Source: an optimization exercise on an open RTL-to-GDS flow (aim: small area, a short achievable clock period and few clock cycles per item). Production flows keep margins and buffers that such runs may drop. Only simulation tests tie the RTL to the original design; equivalence was not proved.

==> design/flow/design.v <==
module controller(input clk,rst,start,co,
		    output reg done, zx,initx,ldx, zt,initt,ldt, zr,initr,ldr, zc,ldc,enc, s);
	reg [2:0] ps, ns;
	parameter [2:0]
	Idle = 0, Initialization = 1, Begin = 2, Mult1 = 3, Mult2 = 4, Add=5;
	always@(ps,co,start)begin
		ns = Idle;
		case(ps)
			Idle:
				ns = (start)? Initialization : Idle;
			Initialization:
				ns = (start)? Initialization : Begin;
			Begin:
				ns = Mult1;
			Mult1:
				ns = Mult2;
			Mult2:
				ns = Add;
			Add:
				ns = (co)? Idle : Mult1;
		endcase
	end
	always@(ps,co,start)begin
	done = 1'b0; zx = 1'b0; initx = 1'b0; ldx = 1'b0; zt = 1'b0; initt = 1'b0; ldt = 1'b0; 
	zr = 1'b0; initr = 1'b0; ldr = 1'b0;  zc = 1'b0; ldc = 1'b0; enc = 1'b0; s = 1'b0;
		case(ps)
			Idle:begin
				zx = 1'b1;
				zt = 1'b1;
				zc = 1'b1;
				done = 1'b1;
			end
			Initialization: begin
				ldx = 1'b1;
			end
			Begin:begin
				initr = 1'b1;
				initt = 1'b1;
			end
			Mult1:begin
				s = 1'b0;
				ldt = 1'b1;
			end
			Mult2:begin
				s = 1'b1;
				ldt = 1'b1;
			end
			Add:begin
				enc =1'b1;
				ldr = 1'b1;
			end
		endcase
	end
	always@(posedge clk,posedge rst)begin
		if(rst == 1'b1)
			ps <= Idle;
		else
			ps <= ns;
	end
endmodule
module counter (input clk,rst,zero,ld,enb, input [2:0] in ,output reg [3:0] out, output  co);
	always@(posedge clk, posedge rst)begin
		if(rst == 1'b1)
			out <= 0;
		else
			if(zero == 1'b1)
				out <= 0;
			else if(ld == 1'b1)
				out <= in;
			else if(enb == 1'b1)
				out <= out + 1'b1;
	end
	assign co = (out >= 4'b1000)? 1'b1: 1'b0;
endmodule 
module LUT (input [3:0] adr, output [15:0] data);
reg [15:0] datat;
	always @(adr) begin
		case(adr)
			0: datat = 16'hFFFF;
			1: datat = 16'h8000; 
			2: datat = 16'h5555; 
			3: datat = 16'h4000; 
			4: datat = 16'h3333; 
			5: datat = 16'h2AAA; 
			6: datat = 16'h2492; 
			7: datat = 16'h2000; 
			default: datat = 16'h2000;
		endcase
	end
assign data = datat;
endmodule
module adder(input [17:0] a,b, output [17:0] s);
assign s = a+b;
endmodule
module multiplier(input [15:0] a,b, output [15:0] c);
wire [31:0]temp;
	assign temp = a*b;
	assign c = temp[31:16];
endmodule
module mux2to1(input [15:0] a,b, input s, output [15:0] y);
	assign y = (~s)? a:b;
endmodule 
module register (input clk,rst,zero,init,ld, input [15:0] r_in, output reg [15:0] r_out);
	always@(posedge clk, posedge rst)begin
		if(rst == 1'b1)
			r_out <= 0;
		else
			if(zero == 1'b1)
				r_out <= 0;
			else if (init == 1'b1)
				r_out <= 16'hFFFF;
			else if(ld == 1'b1)
				r_out <= r_in;
	end
 endmodule
module register18 (input clk,rst,zero,init,ld, input [17:0] r_in, output reg [17:0] r_out);
	always@(posedge clk, posedge rst)begin
		if(rst == 1'b1)
			r_out <= 0;
		else
			if(zero == 1'b1)
				r_out <= 0;
			else if (init == 1'b1)
				r_out <= 16'hFFFF;
			else if(ld == 1'b1)
				r_out <= r_in;
	end
 endmodule
module datapath(input clk,rst, zx,initx,ldx, zt,initt,ldt, zr,initr,ldr, zc,ldc,enc, s,
		 input [15:0] x, output co,output [17:0]result);
	wire [15:0] xptwo;
	wire [2:0] c_in = 0;
	wire [15:0] data,m_out,temp_in,ymux;
	wire [15:0] xptwor,temp_out, xr;
	wire [17:0] res_in;
	wire [3:0] adr;
	register regx(clk,rst,zx,initx,ldx,x,xr);
	counter count(clk,rst,zc,ldc,enc,c_in,adr,co);
	LUT lut(adr,data);
	mux2to1 mux(xr,data,s,m_out);
	multiplier mult(m_out,temp_out,temp_in);
	register rtemp(clk,rst,zt,initt,ldt,temp_in,temp_out);
	adder add(result,{2'b00,temp_out},res_in);
	register18 rres(clk,rst,zr,initr,ldr,res_in,result);
endmodule
module exponential(input clk,rst,start, input [15:0] _x, output done, output[1:0] intpart, output [15:0]fracpart);
	wire co,zx,initx,ldx,zt,initt,ldt,zr,initr,ldr,zc,ldc,enc,s;
	controller control(clk,rst,start,co,done, zx,initx,ldx, 
			  zt,initt,ldt, zr,initr,ldr, zc,ldc,enc, s);
	datapath dP(clk,rst, zx,initx,ldx, zt,initt,ldt,
		    zr,initr,ldr, zc,ldc,enc, s,_x,co,{intpart,fracpart});
endmodule
==> design/flow/run.sh <==
#!/bin/bash
# synth_recipe.tcl (not shown) runs the flow's synth.tcl, then flattens the netlist and writes it again
# the make line also repeats each setting of config.mk as NAME=value (left out here)
make -C /OpenROAD-flow-scripts/flow DESIGN_CONFIG=/design/flow/config.mk WORK_HOME=/design/flow/orfs CLKGATE_MAP_FILE= SYNTH_SCRIPT=/design/flow/synth_recipe.tcl finish
==> design/flow/config.mk <==
export PLATFORM = sky130hd
export DESIGN_NAME = exponential
export DESIGN_NICKNAME = exponential
export VERILOG_FILES = /design/flow/design.v
export SDC_FILE = /design/flow/constraint.sdc
export NUM_CORES = 4
export LEC_CHECK = 0
export CAP_MARGIN = 20
export CORE_MARGIN = 2
export CORE_UTILIZATION = 40
export PLACE_DENSITY = 0.6
export SLEW_MARGIN = 20
==> design/flow/constraint.sdc <==
create_clock -name core_clock -period 9.0 [get_ports {clk}]
set_input_delay 1.8000 -clock core_clock [delete_from_list [all_inputs] [get_ports {clk}]]
set_output_delay 1.8000 -clock core_clock [all_outputs]
set_load 0.01 [all_outputs]
==> run_results.csv, run 1 <==
group,metric,value,unit
run_status,status,"no timing/DRC/antenna violations",
hold_path,hold_class,"reg -> reg",
worst_setup_path,cp-end-kind,"flop",
yosys,synthCells,1312,
global_routing,grt_max_degree,58,
yosys,yosys_warnings,5,
global_routing,antenna_found_initial,0,
global_routing,grt_pass1_vias,9483,
cts,clockBufferDepth,2,
floorplanning,coreArea,0.0285,mm2
cts,cts.clk_slew.worst_paths,60,ps
cts,clock_latency,330,ps
yosys,synth-edff-count,0,
routing,drt_iter0_drc,502,
cts,htree_levels,3,
yosys,syn_area,0.0115,mm2
yosys,async_reset_ff_share,100,%
run,drv_cap,0,
floorplanning,fp.dieW,174,um
timing,holdWs,478,ps
floorplanning,die_h,174,um
floorplanning,rows,62,
cts,cts-root-buf,"clkbuf_16",
layout,area_delta_synth_final,9.06,%
floorplanning,dieArea,0.0302,mm2
global_routing,grt_pass1_wl,49800,um
worst_setup_path,crit_end,"dP.rtemp.r_out[13]$_DFFE_PP0P_",
layout,diodes,0,
placement,place_congestion,0.845,
timing,finClkSkew,5.71,ps
timing,relSlewSlack,37.9,%
timing,rsz0062_at_grt,"no",
placement,post-place-ws,803,ps
timing,hold_violations,0,
floorplanning,initial_core_util,40.4,%
layout,nets,1653,
global_routing,track_usage,20.7,%
placement,port_buffers,37,
worst_setup_path,startpoint,"control.ps[1]$_DFF_PP0_",
yosys,synth_most_common_cell,"inv_1",
yosys,synthesis.nets,1647,
floorplanning,pin_count,38,
routing,drc,0,
cts,cts_made_buffers,9,
yosys,synth_area_leaders,"fa_1, ha_1, dfrtp_1",
global_routing,grt_overflow_total,0,
routing,viasPerCell,5.20,
layout,utilization,44.1,%
timing,report.final.slew_viol_count,0,
layout,drive_above_1_share,4.23,%
cts,clock_sinks,57,
worst_setup_path,r2r_start,"control.ps[1]$_DFF_PP0_",
worst_setup_path,r2r_end,"dP.rtemp.r_out[13]$_DFFE_PP0P_",
cts,cts_tree,"built",
timing,finalCritPeriodShare,92.0,%
routing,ant_nets,0,
worst_setup_path,cp-start-kind,"flop",
worst_setup_path,cp_max_fo,22,
timing,setup_violations,0,
yosys,yosysSeqAreaShare,12.4,%
cts,postCtsHoldBufs,0,
placement,hpwl,22200,um
yosys,avgSynthCellArea,8.80,um2
worst_setup_path,ff2ff_path_depth,24,
yosys,ys_ff_latch,57,
worst_setup_path,worstSetupPathType,"reg -> reg",
yosys,synth_cell_type_count,59,
yosys,synth_ff_type,"dfrtp_1",
cts,postCtsSetupBuffers,0,
worst_setup_path,r2r_slack,720,ps
timing,tightest_slew,922,ps
routing,first_pass_iters,5,
timing,max_freq,0.121,GHz
worst_setup_path,worstPathRequired,9180,ps
yosys,synthTopCellsByCount,"inv_1, nand2_1, fa_1",
timing,finalCriticalPeriod,8280,ps
worst_setup_path,crit_arrival,8460,ps
timing,layout_setup_ws,719,ps
yosys,synth_top_area_share,33.6,%
cts,post_cts_resized,0,
routing,vias,8884,
routing,wl_per_cell,17.1,um
timing,setup_tns,0,ps
routing,drt-total-wl,29200,um
yosys,synth_top_area_cell,"fa_1",
## critical path: stages (launching register included)
cell	delay, ps
dfrtp_1	550
or3b_1	770
buf_4	300
nor3_1	240
a21o_1	570
nand2_1	170
fa_1	540
fa_1	520
inv_1	60
fa_1	550
fa_1	420
fa_1	500
inv_1	50
fa_1	490
inv_1	50
ha_1	330
a2111oi_0	430
o21a_1	200
o211ai_1	150
o22ai_1	350
or3_4	230
a21boi_2	60
or3_1	330
a21oi_1	180
a211oi_2	60
## worst min-delay path by stage
stage                                        from                             to  slack [ps]  cells after the start
floorplan           dP.regx.r_out[10]$_DFFE_PP0P_  dP.regx.r_out[10]$_DFFE_PP0P_         470                      1
global placement    dP.rres.r_out[17]$_DFFE_PP0P_  dP.rres.r_out[17]$_DFFE_PP0P_         470                      1
detailed placement  dP.rres.r_out[17]$_DFFE_PP0P_  dP.rres.r_out[17]$_DFFE_PP0P_         470                      1
CTS                 dP.rres.r_out[17]$_DFFE_PP0P_  dP.rres.r_out[17]$_DFFE_PP0P_         490                      1
global route        dP.rres.r_out[17]$_DFFE_PP0P_  dP.rres.r_out[17]$_DFFE_PP0P_         510                      1
finish              dP.rres.r_out[17]$_DFFE_PP0P_  dP.rres.r_out[17]$_DFFE_PP0P_         480                      1
## cell type report
type | count | area (um2)
multi-input combinational | 958 | 9030
clock buffer | 9 | 225
sequential | 57 | 1430
fill | 2881 | 16000
tap | 384 | 480
timing repair buffer | 50 | 468
clock inverter | 7 | 55.1
inverter | 242 | 908
## sequential cells by signal (all words and copies together), names as in the netlist
name / count
dP.rtemp.r_out: 16
dP.regx.r_out: 16
control.ps: 3
dP.rres.r_out: 18
dP.count.out: 4
## metal layers
layer	vias up	routed length (um)	track usage (%)
met4	0	428	4.17
li1	4153	-	-
met3	28	1080	1.66
met1	4525	13200	28.5
met2	178	14500	35.8
met5	-	0	0
## layout by cell type (no fill, tap or decap), types with 13 or more instances in the layout
| master | instances |
|---|---|
| clkdlybuf4s50_1 | 37 |
| xnor2_1 | 14 |
| a22o_1 | 16 |
| nor3_1 | 15 |
| ha_1 | 122 |
| and2_1 | 115 |
| nor2_1 | 35 |
| a21o_1 | 13 |
| buf_4 | 13 |
| fa_1 | 194 |
| o21ai_0 | 33 |
| a21oi_1 | 55 |
| dfrtp_1 | 57 |
| inv_1 | 241 |
| nand2_1 | 200 |
## metrics by stage
stage	instance area (um2)	cells
final	12600	1707
after global routing	12600	1707
after CTS	12600	1707
after detailed placement	12300	1691
after global placement	12300	1691
after floorplan	11500	1312
## kinds of logic (layout without fill, tap and decap cells)
| group | count (synthesis) | count (layout) | share of synthesized area (%) |
|---|---|---|---|
| mux | 4 | 4 | 0.358 |
| simple gates | 421 | 421 | 17.7 |
| compound gates | 193 | 193 | 11.2 |
| xor+xnor | 24 | 24 | 1.82 |
| fa+ha+maj | 316 | 316 | 46.9 |
| buf+inv | 297 | 308 | 9.73 |
| flops | 57 | 57 | 12.4 |
Testbench counts, summed over its fixed seeds: cycles 36,006, items 1,200.
==> run 2: changes to the inputs <==
==> design/flow/design.v (replaced) <==
module exponential(input clk, rst, start, input [15:0] _x, output done,
                   output [1:0] intpart, output [15:0] fracpart);
	reg [3:0] st;           
	reg [15:0] xr, t;
	reg [17:0] r;
	wire cst   = (st == 4'd3) | (st == 4'd6) | (st == 4'd8) | (st == 4'd10);
	wire sh1   = (st == 4'd1);
	wire sh2   = (st == 4'd4);
	wire sh3   = (st == 4'd11) | (st == 4'd12);
	wire term  = (st != 4'd0) & ~cst;    
	reg [15:0] c;
	always @(*) begin
		case (st)
			4'd3:    c = 16'h5555;
			4'd6:    c = 16'h3333;
			4'd8:    c = 16'h2AAA;
			default: c = 16'h2492;
		endcase
	end
	wire [15:0] b = cst ? c : xr;
	wire [31:0] p = t * b;
	wire [15:0] tn = sh1 ? {1'b0,   p[31:17]} :
	                 sh2 ? {2'b00,  p[31:18]} :
	                 sh3 ? {3'b000, p[31:19]} : p[31:16];
	wire idle = (st == 4'd0);
	wire go = idle & start;
	wire [15:0] t1 = (_x[15:1] == 15'd0) ? 16'd0 : _x - 16'd2;
	always @(posedge clk or posedge rst) begin
		if (rst)
			st <= 4'd0;
		else if (go)
			st <= 4'd1;
		else if (st == 4'd12)
			st <= 4'd0;
		else if (!idle)
			st <= st + 4'd1;
	end
	always @(posedge clk) begin
		if (go) begin
			xr <= _x;
			t  <= t1;
			r  <= 18'h0FFFF;
		end else if (!idle) begin
			t <= tn;
			if (term)
				r <= r + {2'b00, t};
		end
	end
	assign done = idle;
	assign {intpart, fracpart} = r + {2'b00, t};
endmodule
==> run_results.csv, run 2 <==
group,metric,value,unit
timing,hold_violations,0,
routing,wl_per_cell,17.6,um
worst_setup_path,ff2ff_path_depth,26,
hold_path,min_from,"r[17]$_SDFFE_PP0P_",
worst_setup_path,r2r_end,"t[4]$_DFFE_PP_",
timing,layout_setup_ws,430,ps
worst_setup_path,cp-start-kind,"flop",
layout,regMostFlops,"r",
yosys,synth_top_area_share,33.1,%
cts,cts-root-buf,"clkbuf_16",
floorplanning,die_h,175,um
cts,clockBufferDepth,2,
yosys,avgSynthCellArea,8.73,um2
layout,final_area,0.0127,mm2
yosys,async_reset_ff_share,7.41,%
timing,setup_tns,0,ps
routing,drt-total-wl,30800,um
yosys,synth_cell_type_count,66,
layout,reg.largest.list,"r: 18 flops, t: 16 flops, xr: 16 flops",
yosys,synth_area_leaders,"fa_1, ha_1, edfxtp_1",
layout,n_fill_cell,2849,
cts,clock_latency,300,ps
timing,max_freq,0.117,GHz
routing,first_pass_iters,5,
timing,setup_violations,0,
yosys,yosysSeqAreaShare,12.1,%
cts,clock_sinks,54,
global_routing,track_usage,21.1,%
timing,finClkSkew,4.42,ps
yosys,synth_ff_type,"edfxtp_1",
yosys,synth_most_common_cell,"inv_1",
yosys,synthTopCellsByCount,"inv_1, nand2_1, fa_1",
routing,viasPerCell,5.28,
timing,rsz0062_at_grt,"no",
floorplanning,fp.dieW,175,um
placement,place_congestion,0.911,
run_status,status,"no timing/DRC/antenna violations",
timing,relSlewSlack,31.3,%
timing,finalCriticalPeriod,8570,ps
worst_setup_path,r2r_start,"st[0]$_DFFE_PP0P_",
routing,vias,9242,
worst_setup_path,worstSetupPathType,"reg -> reg",
global_routing,grt_max_degree,39,
hold_path,hold_end,"r[17]$_SDFFE_PP0P_",
yosys,synth-edff-count,32,
global_routing,grt_pass1_wl,51200,um
worst_setup_path,crit_slowest_cell,"fa_1",
floorplanning,coreArea,0.0288,mm2
placement,port_buffers,37,
floorplanning,dieArea,0.0307,mm2
routing,ant_nets,0,
worst_setup_path,cp_max_fo,16,
layout,area_delta_synth_final,8.18,%
placement,hpwl,23600,um
cts,htree_levels,2,
timing,finalCritPeriodShare,95.2,%
worst_setup_path,cp-end-kind,"flop",
yosys,ys_ff_latch,54,
yosys,synthCells,1346,
global_routing,antenna_found_initial,2,
placement,place_area,0.0125,mm2
layout,layout_common_cells,"inv_1, nand2_1, fa_1",
cts,postCtsSetupBuffers,0,
layout,drive_above_1_share,3.67,%
worst_setup_path,crit_arrival,8620,ps
worst_setup_path,r2r_slack,430,ps
cts,cts_tree,"built",
global_routing,grt_pass1_vias,9659,
cts,cts.clk_slew.worst_paths,70,ps
global_routing,grt_overflow_total,0,
yosys,syn_area,0.0117,mm2
floorplanning,pin_count,38,
cts,cts_made_buffers,5,
yosys,synthesis.nets,1681,
placement,post-place-ws,341,ps
worst_setup_path,crit_path_max_incr_delay,520,ps
layout,final_common_cell,"inv_1",
routing,drc,0,
floorplanning,rows,62,
timing,report.final.slew_viol_count,0,
yosys,yosys_warnings,1,
yosys,synth_top_area_cell,"fa_1",
timing,tightest_slew,1030,ps
worst_setup_path,worstPathRequired,9050,ps
layout,largest_register_ffs,18,
hold_path,min_delay_path_depth,1,
hold_path,hold_class,"reg -> reg",
layout,nets,1698,
routing,drt_iter0_drc,702,
floorplanning,initial_core_util,40.8,%
run,drv_cap,0,
worst_setup_path,cpMostUsedCell,"fa_1",
==> run 2: changes by cell type after synthesis, moves of 7 or more <==
cell      delta
a21oi_1      -7
a22o_1      -15
clkbuf_1     -8
dfrtp_1     -53
dfxtp_1     +18
edfxtp_1    +32
inv_1       +13
nand2_1      +7
nor2_1      +13
o21ai_0     +13
o221ai_1     +7
xnor2_1     +11
==> run 2: layout make-up <==
cell class | count | area (um2) | area share [%]
clock inverter | 3 | 20.0 | 0.158
clock buffer | 5 | 125 | 0.985
antenna | 2 | 5.00 | 0.0394
inverter | 257 | 965 | 7.59
sequential | 54 | 1420 | 11.2
tap | 384 | 480 | 3.78
multi-input combinational | 989 | 9180 | 72.2
timing repair buffer | 56 | 513 | 4.04
==> run 2: cell families (layout without fill, tap and decap cells) <==
| family | Yosys count | after routing | share of synthesized area (%) |
|---|---|---|---|
| other | 0 | 2 | 0 |
| adder cells (fa/ha/maj) | 316 | 316 | 46.1 |
| buffers and inverters | 303 | 321 | 9.91 |
| flip-flops | 54 | 54 | 12.1 |
| AO/OA/AOI/OAI | 197 | 197 | 11.2 |
| XOR/XNOR | 42 | 42 | 3.20 |
| AND/OR/NAND/NOR | 431 | 431 | 17.2 |
| multiplexers | 3 | 3 | 0.256 |
==> run 2: how the worst max path moves through the flow <==
| stage | startpoint | end | slack, ps | depth (start not counted) |
|---|---|---|---|---|
| after CTS | st[0]$_DFFE_PP0P_ | t[4]$_DFFE_PP_ | 290 | 26 |
| after global routing | st[0]$_DFFE_PP0P_ | t[4]$_DFFE_PP_ | 40 | 28 |
| after floorplan | st[0]$_DFFE_PP0P_ | t[4]$_DFFE_PP_ | 1050 | 28 |
| final | st[0]$_DFFE_PP0P_ | t[4]$_DFFE_PP_ | 430 | 26 |
| after global placement | st[0]$_DFFE_PP0P_ | t[4]$_DFFE_PP_ | 560 | 26 |
| after detailed placement | st[0]$_DFFE_PP0P_ | t[4]$_DFFE_PP_ | 340 | 26 |
==> run 2: what timing repair did <==
item / 4_1_cts / 5_1_grt
hold endpoints to repair: 0 / 0
resized for setup: 0 / 2
endpoints found under the setup margin: 0 / 14
hold buffers: 0 / 0
==> run 2: worst max-delay path: cells and delay by family, from the launching register on <==
| kind | cells | cell delay, ps |
|---|---|---|
| buffers and inverters | 5 | 550 |
| adders and majority gates | 8 | 3670 |
| AOI/OAI and AO/OA | 10 | 2810 |
| xor gates and xnor gates | 1 | 250 |
| DFF | 1 | 440 |
| and+or+nand+nor | 2 | 600 |
==> run 2: metal layers <==
layer | track usage [%] | vias to the layer above | routed length, um
met2 | 35.3 | 296 | 14700
met3 | 2.38 | 41 | 1860
met4 | 5.24 | 0 | 684
met1 | 29.1 | 4613 | 13600
li1 | - | 4292 | -
met5 | 0 | - | 0
==> run 2: metrics by stage <==
stage               util, %  hold WS (ps)  cells
floorplan                 -           449   1346
global placement       43.6           463   1740
detailed placement     43.6           474   1740
CTS                    44.1           489   1748
global route           44.1           504   1748
finish                 44.1           487   1750
Testbench counts of run 2, summed over its fixed seeds: cycles 15,606, items 1,200.
==> run 3: changes to the inputs <==
==> design/flow/design.v (replaced) <==
module exponential(input clk, rst, start, input [15:0] _x, output done,
                   output [1:0] intpart, output [15:0] fracpart);
	reg [3:0] st;           
	reg idle;               
	reg sh1, sh2, term;     
	reg [15:0] b, t;
	reg [17:0] r;
	wire go = idle & start;
	wire [3:0] nst = go ? 4'd1 : (idle | st == 4'd9) ? 4'd0 : st + 4'd1;
	always @(posedge clk or posedge rst) begin
		if (rst) begin
			st   <= 4'd0;
			idle <= 1'b1;
		end else begin
			st   <= nst;
			idle <= (nst == 4'd0);
		end
	end
	always @(posedge clk) begin
		sh1  <= (nst == 4'd1);                                
		sh2  <= (nst == 4'd4);                                
		term <= (nst == 4'd1) | (nst == 4'd2) | (nst == 4'd4) |
		        (nst == 4'd5) | (nst == 4'd7) | (nst == 4'd9);  
	end
	reg [15:0] bn;
	always @(*) begin
		case (nst)
			4'd3:    bn = 16'h5555;
			4'd6:    bn = 16'h3333;
			4'd8:    bn = 16'h2AAA;
			default: bn = _x;
		endcase
	end
	wire [31:0] p = t * b;
	wire [15:0] tn = sh1 ? {1'b0,  p[31:17]} :
	                 sh2 ? {2'b00, p[31:18]} : p[31:16];
	wire [15:0] t1 = (_x[15:1] == 15'd0) ? 16'd0 : _x - 16'd2;
	wire [22:0] p7 = t[6:0] * 16'h2492;
	wire [3:0]  t7 = p7[19:16];
	reg t8;                 
	always @(*) begin
		case (t7)
			4'd9:    t8 = b >= 16'd58255;
			4'd10:   t8 = b >= 16'd52429;
			4'd11:   t8 = b >= 16'd47663;
			4'd12:   t8 = b >= 16'd43691;
			4'd13:   t8 = b >= 16'd40330;
			4'd14:   t8 = b >= 16'd37450;
			4'd15:   t8 = b >= 16'd34953;
			default: t8 = 1'b0;
		endcase
	end
	wire [15:0] addb = idle ? {12'd0, t7} : t;
	wire [17:0] sum  = r + {2'b00, addb} + {17'd0, idle & t8};
	always @(posedge clk) begin
		if (go) begin
			b <= bn;
			t <= t1;
			r <= 18'h0FFFF;
		end else if (!idle) begin
			b <= bn;
			t <= tn;
			if (term)
				r <= sum;
		end
	end
	assign done = idle;
	assign {intpart, fracpart} = sum;
endmodule
==> run_results.csv, run 3 <==
group,metric,value,unit
worst_setup_path,path_buf_inv,1,
run,drv_cap,0,
routing,first_pass_iters,7,
floorplanning,die_h,181,um
worst_setup_path,cp_max_fo,5,
yosys,synth_top_area_cell,"fa_1",
yosys,synth_top_area_share,31.5,%
cts,cts.clk_slew.worst_paths,60,ps
placement,hpwl,24800,um
timing,finalCritPeriodShare,96.4,%
layout,stdcell_count,1826,
floorplanning,dieArea,0.0326,mm2
placement,port_buffers,37,
worst_setup_path,worstPathRequired,7200,ps
timing,finalCriticalPeriod,8670,ps
cts,htree_levels,3,
worst_setup_path,crit_path_max_incr_delay,570,ps
cts,clock_sinks,58,
timing,setup_violations,0,
yosys,syn_area,0.0125,mm2
worst_setup_path,startpoint,"t[6]$_DFFE_PP_",
layout,n_fill_cell,3043,
floorplanning,initial_core_util,40.7,%
yosys,synth_area_leaders,"fa_1, ha_1, inv_1",
placement,place_congestion,0.889,
floorplanning,rows,64,
layout,regMostFlops,"r",
worst_setup_path,r2r_slack,1380,ps
yosys,synthesis.nets,1769,
global_routing,antenna_found_initial,5,
routing,drt-total-wl,32400,um
worst_setup_path,cp-end-kind,"output port",
worst_setup_path,crit_slowest_cell,"clkdlybuf4s50_1",
yosys,synthCells,1416,
layout,reg.largest.list,"r: 18 flops, b: 16 flops, t: 16 flops",
layout,utilization,44.3,%
layout,drive_above_1_share,4.48,%
timing,finClkSkew,8.25,ps
worst_setup_path,r2r_start,"b[5]$_DFFE_PP_",
hold_path,hold_class,"reg -> reg",
cts,postCtsHoldBufs,0,
yosys,synthTopCellsByCount,"inv_1, nand2_1, fa_1",
worst_setup_path,worstSetupPathType,"reg -> out",
layout,area_delta_synth_final,8.79,%
yosys,yosys_warnings,1,
global_routing,grt_pass1_wl,54000,um
yosys,ys_ff_latch,58,
placement,post-place-cells,1808,
cts,cts_made_buffers,9,
routing,ant_nets,0,
routing,wl_per_cell,17.7,um
worst_setup_path,crit_arrival,6870,ps
yosys,avgSynthCellArea,8.81,um2
cts,cts_tree,"built",
timing,max_freq,0.115,GHz
timing,hold_violations,0,
global_routing,grt_pass1_vias,10231,
routing,viasPerCell,5.35,
worst_setup_path,cp-start-kind,"flop",
cts,cts-root-buf,"clkbuf_16",
yosys,async_reset_ff_share,8.62,%
global_routing,grt_max_degree,33,
layout,diodes,0,
cts,clockBufferDepth,2,
layout,largest_register_ffs,18,
layout,final_common_cell,"inv_1",
timing,tightest_slew,1110,ps
yosys,synth_most_common_cell,"inv_1",
hold_path,min_from,"r[7]$_SDFFE_PP1P_",
yosys,yosysSeqAreaShare,12.1,%
worst_setup_path,path_cells,"ha_1 > ha_1 > fa_1 > ha_1 > a21o_1 > a21o_2 > o21ai_1 > a31oi_2 > a211oi_4 > a41o_1 > a22oi_1 > a2111oi_2 > a41oi_1 > fa_1 > fa_1 > nor2b_1 > o21ai_1 > a21boi_1 > o21ai_1 > a21oi_2 > a2111oi_0 > nor3_1 > xor2_1 > clkdlybuf4s50_1",
routing,vias,9769,
yosys,synth_cell_type_count,75,
yosys,synth-edff-count,32,
floorplanning,pin_count,38,
timing,relSlewSlack,26.0,%
global_routing,track_usage,20.8,%
global_routing,grt_overflow_total,0,
cts,clock_latency,330,ps
timing,report.final.slew_viol_count,0,
worst_setup_path,cp_top_family,"compound AO/OA/AOI/OAI gates",
floorplanning,fp.dieW,181,um
layout,layout_common_cells,"inv_1, nand2_1, fa_1",
layout,nets,1778,
timing,setup_tns,0,ps
routing,drt_iter0_drc,584,
timing,rsz0062_at_grt,"no",
yosys,synth_ff_type,"edfxtp_1",
floorplanning,coreArea,0.0307,mm2
routing,drc,0,
run_status,status,"no timing/DRC/antenna violations",
-- run 3: worst register-to-register path: stages (launching register included) --
cell and delay (ps):
edfxtp_1 1080, nand2_1 180, fa_1 550, inv_1 50
fa_1 490, ha_1 240, fa_1 530, inv_1 50
fa_1 460, fa_1 540, inv_1 40, ha_1 290
o21ai_0 140, o21bai_1 90, a221oi_2 660, o21ba_2 270
o21bai_1 160, a31oi_1 330, xnor2_1 350, a211oi_1 170
o32ai_1 650
-- run 3: what timing repair did --
action,CTS,global route
pin swaps,1,0
setup endpoints to repair,1,3
setup buffers,2,0
gates resized for setup,0,2
-- run 3: logic make-up after synthesis --
group / synth area share [%]
simple gates: 18.2
fa+ha+maj: 45.3
buf+inv: 9.64
compound gates: 10.9
flops: 12.1
xor+xnor: 3.43
mux: 0.431
-- run 3: final cells by class --
class                   count  area (um2)  area share (%)
inverters                 262         983            7.25
flip-flops and latches     58        1510            11.1
clock inverters             6        47.5           0.350
clock buffers              10         250            1.84
repair buffers             56         513            3.78
well taps                 396         495            3.65
multi-input cells        1038        9770            72.0
-- run 3: worst paths after layout --
path,end,cells past startpoint
hold reg to reg,r[7]$_SDFFE_PP1P_,1
setup / recovery,fracpart[10],24
hold / removal,r[7]$_SDFFE_PP1P_,1
max in group asynchronous,idle$_DFF_PP1_,2
setup reg to reg,t[1]$_DFFE_PP_,20
min in group asynchronous,st[2]$_DFF_PP0_,2
-- run 3: per-layer routing --
metal | global-route usage, % | part of all wire [%] | up-vias
met3 | 3.15 | 6.2 | 54
met5 | 0 | 0.16 | -
met4 | 5.58 | 2.3 | 8
met1 | 28.1 | 44 | 4882
met2 | 34.8 | 47 | 299
li1 | - | - | 4526
-- run 3: through the flow --
| stage | area (um2) | hold WS (ps) | worst slack [ps] |
|---|---|---|---|
| after floorplan | 12500 | 443 | 1400 |
| after global placement | 13300 | 453 | 546 |
| after detailed placement | 13300 | 458 | 370 |
| after CTS | 13600 | 474 | 143 |
| after global routing | 13600 | 495 | 4.96 |
| final | 13600 | 476 | 326 |
Testbench counts of run 3, summed over its fixed seeds: cycles 12,006, items 1,200.

[afterwards: timing with drivers on the ports]
The results above use ideal ports. As a check the final layouts listed here were re-extracted and re-timed, cells and wires unchanged. Step 1 sets driving cells, clkbuf_16 on the clock port and buf_2 on the other inputs (assumed; they add their load-dependent delay and slew). Step 2, shift: input delay + t, output delay - t, t = (earliest + latest rising clock arrival at the registers) / 2. This alone moves slack from input paths to output paths. Three values: ideal ports, drivers, drivers and shift; two values: the first two.
run	shift t [ns]	setup WS [ns]	worst hold slack (ns)	worst slew at a driven data input, ns
run 1	0.372	0.719 / 0.719 / 0.719	0.478 / 0.478 / 0.478	0.04
run 2	0.329	0.430 / 0.430 / 0.430	0.487 / 0.487 / 0.487	0.04
run 3	0.363	0.326 / 0.289 / 0.652	0.476 / 0.476 / 0.476	0.05
After both steps every run listed still meets setup and hold.
